This is an optimization exercise on Yosys and OpenROAD, whose aim is small area and a short achievable clock period, not a production implementation. In this exercise RTL edits were held to simulation tests only and were not proved equivalent to the original. No activity file was given, so power comes from the tool's default toggle rates.

==> onyx: inputs <==
==> flow/design.v (excerpt) <==
module MIPS_cpu(
    input clock,
    input reset,
    output [31:0] imem_addr,
    input [31:0] imem_rdata,
    output [31:0] dmem_addr,
    output [31:0] dmem_wdata,
    output dmem_we,
    input [31:0] dmem_rdata,
    output wb_en,
    output [4:0] wb_addr,
    output [31:0] wb_data
    );
clock: 8.0 ns
lec_check: 0
cap_margin: 30
core_margin: 2
core_utilization: 45
cts_cluster_diameter: 100
cts_cluster_size: 20
setup_slack_margin: 5
slew_margin: 30
synth_hierarchical: 1
standard.sh (not shown) runs the stock make flow with config.mk's settings and CLKGATE_MAP_FILE= SYNTH_SCRIPT=/design/flow/synth_recipe.tcl, a recipe that flattens the netlist after the stock synthesis.
==> flow/flow/run.sh <==
#!/bin/bash
# Layout flow: the standard flow (standard.sh), run in two parts.
#  1. synthesis, unchanged;
#  2. floorplan to final layout, with
#     - the delay cells (dlygate*, clkdlybuf*, dlymetal*) added to the
#       platform's don't-use list, so that port buffers and repair buffers
#       are plain buffers that timing repair can resize;
#     - flow/downsize.tcl run right after the netlist is loaded: every
#       combinational cell is set to the smallest drive strength of its
#       family, and the flow's timing repair upsizes only what needs it.
# Each part's full output goes to its own log file here.
set -euo pipefail
DU="$(cat flow/dont_use.txt)"
bash standard.sh synth > synth.log 2>&1
bash standard.sh "DONT_USE_CELLS=$DU" "PRE_FLOORPLAN_TCL=$PWD/flow/downsize.tcl" finish > layout.log 2>&1
==> flow/flow/downsize.tcl <==
# Downsize every combinational cell to the smallest cell of its family
# (same function and pins); timing repair later upsizes what needs it.
set db [ord::get_db]
set block [ord::get_db_block]
array set best {}
foreach lib [$db getLibs] {
  foreach m [$lib getMasters] {
    set n [$m getName]
    if {[regexp {^(sky130_fd_sc_hd__[a-z0-9]+)_([0-9]+)$} $n -> fam sz]} {
      set a [expr {[$m getWidth] * [$m getHeight]}]
      if {![info exists best($fam)] || $a < [lindex $best($fam) 1]} {
        set best($fam) [list $n $a]
      }
    }
  }
}
set cnt 0
foreach inst [$block getInsts] {
  set n [[$inst getMaster] getName]
  if {![regexp {^(sky130_fd_sc_hd__[a-z0-9]+)_([0-9]+)$} $n -> fam sz]} { continue }
  if {[regexp {__(df|edf|sdf|dl|conb|tap|fill|decap|clk)} $fam]} { continue }
  set b [lindex $best($fam) 0]
  if {$b ne $n} {
    replace_cell [get_cells [$inst getName]] [get_lib_cells $b]
    incr cnt
  }
}
puts "downsize: replaced $cnt cells"
Other scripts of this flow, unchanged in this note and not shown: flow/flow/dont_use.txt
==> violet: changes against onyx <==
--- a/flow/design.v
+++ b/flow/design.v
@@ -14,59 +14,68 @@
     );
     reg  [31:0] pc;           
     reg  [31:0] pc_d;         
     reg  [31:0] ir;           
     reg  [31:0] sel_a, sel_b;  
+    reg         pc_a;          
     reg  [31:0] ones;         
-    integer n;
+    integer n, g;
     always @(*) begin
         ones = {pc[30:0], 1'b1};
         for (n = 1; n < 32; n = n * 2)
             ones = ones & ((ones << n) | ((32'd1 << n) - 32'd1));
     end
     wire [31:0] pc_inc = pc ^ ones;
     wire [31:0] pc_next;
     reg  [31:0] a_q, b_q;     
+    reg  [7:0]  nz_q;         
     reg  [4:0]  k_q;          
     reg         x_rw, x_we, x_ld, x_add, x_slt, x_cg;
     reg  [3:0]  x_tt;         
     reg         x_shl, x_shr, x_slc, x_src;
     reg         x_bz, x_bnz, x_jmp, x_jmr;
     reg  [4:0]  x_wa;
     reg         carry_q;
     reg         cin_q;        
+    reg         rf_clear;     
     reg         wb_en_q;
     reg  [4:0]  wb_addr_q;
     reg  [31:0] wb_data_q;
     assign imem_addr  = pc;
     assign dmem_addr  = a_q;
     assign dmem_wdata = b_q;
     assign dmem_we    = x_we;
     assign wb_en      = wb_en_q;
     assign wb_addr    = wb_addr_q;
     assign wb_data    = wb_data_q;
-    function [31:0] onehot(input [4:0] r);
-        reg byp;
+    function byp(input [4:0] r);
+        byp = x_rw & (x_wa != 5'd0) & (x_wa == r);
+    endfunction
+    function [31:0] onehot(input [4:0] r, input b);
         integer k;
         begin
-            byp = x_rw & (x_wa != 5'd0) & (x_wa == r);
             for (k = 1; k < 32; k = k + 1)
-                onehot[k-1] = (r == k) & ~byp;
-            onehot[31] = byp;
+                onehot[k-1] = (r == k) & ~b;
+            onehot[31] = b;
         end
     endfunction
+    wire [6:0] f_op = imem_rdata[31:25];
+    wire f_bcond  = (f_op == 7'd32) | (f_op == 7'd96);                 
+    wire f_use_pc = f_bcond | (f_op == 7'd7) | (f_op == 7'd127) | (f_op == 7'd68);
     always @(posedge clock) begin
         if (reset) begin
             pc <= 32'd0;
             ir[31:25] <= 7'd0;
         end else begin
             pc <= pc_next;
             ir[31:25] <= imem_rdata[31:25];
         end
         ir[24:0] <= imem_rdata[24:0];
-        sel_a <= onehot(imem_rdata[19:15]);
-        sel_b <= onehot(imem_rdata[14:10]);
+        pc_a  <= f_use_pc;
+        sel_a <= onehot(imem_rdata[19:15], byp(imem_rdata[19:15])) & {32{~f_use_pc}};
+        sel_b <= onehot(f_bcond ? imem_rdata[19:15] : imem_rdata[14:10],
+                        f_bcond ? byp(imem_rdata[19:15]) : byp(imem_rdata[14:10]));
         pc_d <= pc_inc;
     end
     wire [6:0]  op  = ir[31:25];
     wire [4:0]  fd  = ir[24:20];
     wire [14:0] imm = ir[14:0];
@@ -103,27 +112,26 @@
     wire d_xor = o_xor | o_xri;
     wire d_pass = o_mov | o_jml;
     wire d_rw  = o_add | o_sub | o_jml | d_and | d_or | d_xor | o_ld | o_adi |
                  o_adci | o_sbi | o_not | o_lsl | o_lsr | o_shlc | o_shrc |
                  o_mov | o_siu | o_aiu | o_slt | o_pcst;
-    wire use_pc  = o_jml;
-    wire use_tgt = o_jml | o_pcst | o_bz | o_bnz | o_jmp;
     wire imm_se  = o_jml | o_pcst | o_bz | o_bnz | o_jmp | o_adi | o_adci | o_sbi;
     wire use_imm = imm_se | o_ani | o_ori | o_xri | o_siu | o_aiu;
     wire inv_b   = o_sub | o_sbi | o_siu | o_slt;
     wire [31:0] immx = {{17{imm_se & imm[14]}}, imm};
-    wire        use_rb  = ~use_tgt & ~use_imm;
+    wire        use_rb  = ~use_imm;
     wire [31:0] ra_n, rb_n;
-    MIPS_registerFile rf(clock, reset, sel_a, sel_b, wb_en_q, wb_addr_q, wb_data_q, ra_n, rb_n);
+    MIPS_registerFile rf(clock, rf_clear, sel_a, pc_a, pc_d, sel_b, wb_en_q, wb_addr_q, wb_data_q, ra_n, rb_n);
     wire [31:0] ra_v = ~ra_n;
     wire [31:0] rb_v = ~rb_n;
     wire [4:0] sh = imm[4:0];
-    wire [31:0] tgt = pc_d + {{17{imm[14]}}, imm};
-    wire [31:0] b_other = use_tgt ? tgt : immx ^ {32{inv_b}};
+    wire [31:0] b_other = immx ^ {32{inv_b}};
     always @(posedge clock) begin
-        a_q  <= use_pc ? pc_d : ra_v;
+        a_q  <= ra_v;                  
         b_q  <= use_rb ? rb_v ^ {32{inv_b}} : b_other;
+        for (g = 0; g < 8; g = g + 1)
+            nz_q[g] <= ~&rb_n[4*g +: 4];
         k_q  <= o_lsl ? sh : o_lsr ? (5'd0 - sh) : o_shlc ? 5'd1 : 5'd31;
         x_wa <= fd;
         if (reset) begin
             {x_rw, x_we, x_ld, x_add, x_slt, x_cg} <= 6'd0;
             x_tt <= 4'd0;
@@ -131,14 +139,14 @@
             {x_bz, x_bnz, x_jmp, x_jmr} <= 4'd0;
         end else begin
             x_rw  <= d_rw;
             x_we  <= o_st;
             x_ld  <= o_ld;
-            x_add <= o_add | o_sub | o_adi | o_adci | o_sbi | o_siu | o_aiu;
+            x_add <= o_add | o_sub | o_adi | o_adci | o_sbi | o_siu | o_aiu | o_pcst;
             x_slt <= o_slt;
             x_cg  <= o_add | o_adi | o_adci | o_aiu;
-            x_tt  <= {d_and | d_or | d_pass | o_pcst, d_or | d_xor | d_pass, d_or | d_xor | o_not | o_pcst, o_not};
+            x_tt  <= {d_and | d_or | d_pass, d_or | d_xor | d_pass, d_or | d_xor | o_not, o_not};
             x_shl <= o_lsl;
             x_shr <= o_lsr;
             x_slc <= o_shlc;
             x_src <= o_shrc;
             x_bz  <= o_bz;
@@ -170,15 +178,16 @@
     wire [31:0] shres = {x_src ? carry_q : shm[31], shm[30:1], x_slc ? carry_q : shm[0]};
     wire x_sh = x_shl | x_shr | x_slc | x_src;
     wire [31:0] res_other = lres | ({32{x_sh}} & shres) | {31'd0, x_slt & le};
     wire cout = (x_cg & (a_q[31] | b_q[31]) & ~sum[31]) |
                 (((x_shl | x_slc) & rot[0]) | ((x_shr | x_src) & rot[31])) & ~kz;
-    wire z = ~|a_q;
     wire [31:0] wbd = x_add ? sum : x_ld ? dmem_rdata : res_other;
+    wire z = ~|nz_q;          
     wire taken = x_jmp | (x_bz & z) | (x_bnz & ~z);
-    assign pc_next = taken ? b_q : x_jmr ? a_q : pc_inc;
+    assign pc_next = taken ? sum : x_jmr ? a_q : pc_inc;
     always @(posedge clock) begin
+        rf_clear  <= reset;
         carry_q   <= cout;
         cin_q     <= (o_sub | o_sbi | o_siu) | (o_adci & cout);
         wb_addr_q <= x_wa;
         wb_data_q <= wbd;
         if (reset)
@@ -190,10 +199,12 @@
 `timescale 1ns / 1ps
 module MIPS_registerFile(
     input clk,
     input reset,
     input [31:0] selA,
+    input selA_ext,             
+    input [31:0] extA,
     input [31:0] selB,
     input load_enable,
     input [4:0] dest_select,
     input [31:0] reg_data,
     output [31:0] operandA_n,
@@ -216,11 +227,11 @@
             wire [31:0] col;
             for (i = 1; i < 32; i = i + 1) begin : c
                 assign col[i-1] = regs[i][b];
             end
             assign col[31] = reg_data[b];
-            rf_read32 pa(col, selA, operandA_n[b]);
+            rf_read33 pa(col, selA, extA[b], selA_ext, operandA_n[b]);
             rf_read32 pb(col, selB, operandB_n[b]);
         end
     endgenerate
 endmodule
 module rf_read32(input [31:0] d, input [31:0] s, output yn);
@@ -236,10 +247,25 @@
     rf_nand4 x1(n[0], n[1], n[2], n[3], o1);
     rf_nand4 x2(n[4], n[5], n[6], n[7], o2);
     rf_nand3 x3(n[8], n[9], n[10], o3);
     rf_nor3  x4(o1, o2, o3, yn);
 endmodule
+module rf_read33(input [31:0] d, input [31:0] s, input e, input se, output yn);
+    wire [10:0] n;
+    genvar k;
+    generate
+        for (k = 0; k < 10; k = k + 1) begin : g
+            rf_aoi222 a(d[3*k], s[3*k], d[3*k+1], s[3*k+1], d[3*k+2], s[3*k+2], n[k]);
+        end
+    endgenerate
+    rf_aoi222 l(d[30], s[30], d[31], s[31], e, se, n[10]);
+    wire o1, o2, o3;
+    rf_nand4 x1(n[0], n[1], n[2], n[3], o1);
+    rf_nand4 x2(n[4], n[5], n[6], n[7], o2);
+    rf_nand3 x3(n[8], n[9], n[10], o3);
+    rf_nor3  x4(o1, o2, o3, yn);
+endmodule
 module rf_aoi222(input a1, input a2, input b1, input b2, input c1, input c2, output y);
     assign y = ~((a1 & a2) | (b1 & b2) | (c1 & c2));
 endmodule
 module rf_aoi22(input a1, input a2, input b1, input b2, output y);
     assign y = ~((a1 & a2) | (b1 & b2));
==> flow/flow/run.sh (replaced) <==
#!/bin/bash
# Layout flow: the standard flow (standard.sh), run in two parts.
#  1. synthesis, unchanged;
#  2. floorplan to final layout, with
#     - the delay cells (dlygate*, clkdlybuf*, dlymetal*) added to the
#       platform's don't-use list, so that port buffers and repair buffers
#       are plain buffers that timing repair can resize;
set -euo pipefail
DU="$(cat flow/dont_use.txt)"
bash standard.sh synth > synth.log 2>&1
bash standard.sh "DONT_USE_CELLS=$DU" SETUP_SLACK_MARGIN=5.3 finish > layout.log 2>&1
removed: flow/flow/downsize.tcl
==> notes <==
Against onyx, the utilization of violet is higher by 2.2 points. Between onyx and violet, the lower critical path depth is in onyx (gap 7). Against violet, the die area of onyx is larger by about 1%. In violet the wire length is larger than in onyx, by about 1.3%. Between onyx and violet, the lower maximum frequency is in onyx (gap 2.5%, measured against violet). Between onyx and violet, the lower flip-flop and latch count is in onyx (gap 10). First-iteration DRC count: violet is lower than onyx (about 6%). Via count: violet is lower than onyx (0.53%). Cell count is about the same in violet and onyx. In violet the design area is larger than in onyx, by about 4%.
==> figures <==
|  | onyx | violet |
|---|---|---|
| Die width | 355 µm | 353 µm |
| Worst path setup slack after routing | 4.91 ns | 4.99 ns |
| Clock skew | 0.0325 ns | 0.0469 ns |
| Average detailed-routed wire length per instance | 36.3 µm | 36.8 µm |
| Leakage power summed over all cells | 21.4 nW | 22.6 nW |
| Tot GR Track Use | 33.3% | 33.9% |
| Met3 routed wirelength | 32,000 µm | 34,100 µm |
| Min cycle time layout | 3.09 ns | 3.01 ns |
| Non-clock buffer contribution to total cell area | 3.18% | 6.66% |
| Vias | 44,109 | 43,877 |
| Clock transition at path regs | 0.10 ns | 0.09 ns |
| Global-route wire length before repair | 302,000 µm | 305,000 µm |
| Standard cell core area | 122,000 µm² | 121,000 µm² |
| Net switching power figure | 3.83 mW | 4.03 mW |
| Reg-to-reg startpoint | sel_b[17] | a_q[0] |
| R2R setup slack | 4.91 ns | 4.99 ns |
| Fraction of layout cells with a size suffix above 1 | 13.1% | 24.6% |
| Clock power frac | 29.8% | 28.1% |
| Result of the run | complete, no violations | complete, no violations |
| Number of fillers in the final layout | 10,458 | 10,047 |
| Number of clock buffer instances in the layout | 120 | 107 |

-- static timing again, ports no longer ideal --
Ports are ideal in the flow. The routed layouts listed here were re-timed in OpenROAD.
Step 1, drivers: a clkbuf_16 drives clock and a buf_2 each remaining input, both assumed.
Step 2 moves the port delays by t, midway between the first and last clock arrival at a register: inputs arrive t later, outputs are due t later. That takes back most of the time a late clock gives input paths.
Slacks: ideal / step 1 / step 2; pairs: ideal / step 1.
run | t, ns | setup WS [ns] | clock arrival spread, ns
onyx | 0.755 | 4.911 / 4.900 / 4.317 | 0.036 / 0.036
violet | 0.754 | 4.989 / 4.932 / 4.556 | 0.047 / 0.047
After both steps every run listed still meets setup and hold. For onyx, which loses most, drivers alone change the setup slack by -0.011 ns; drivers and shift together by -0.594 ns.
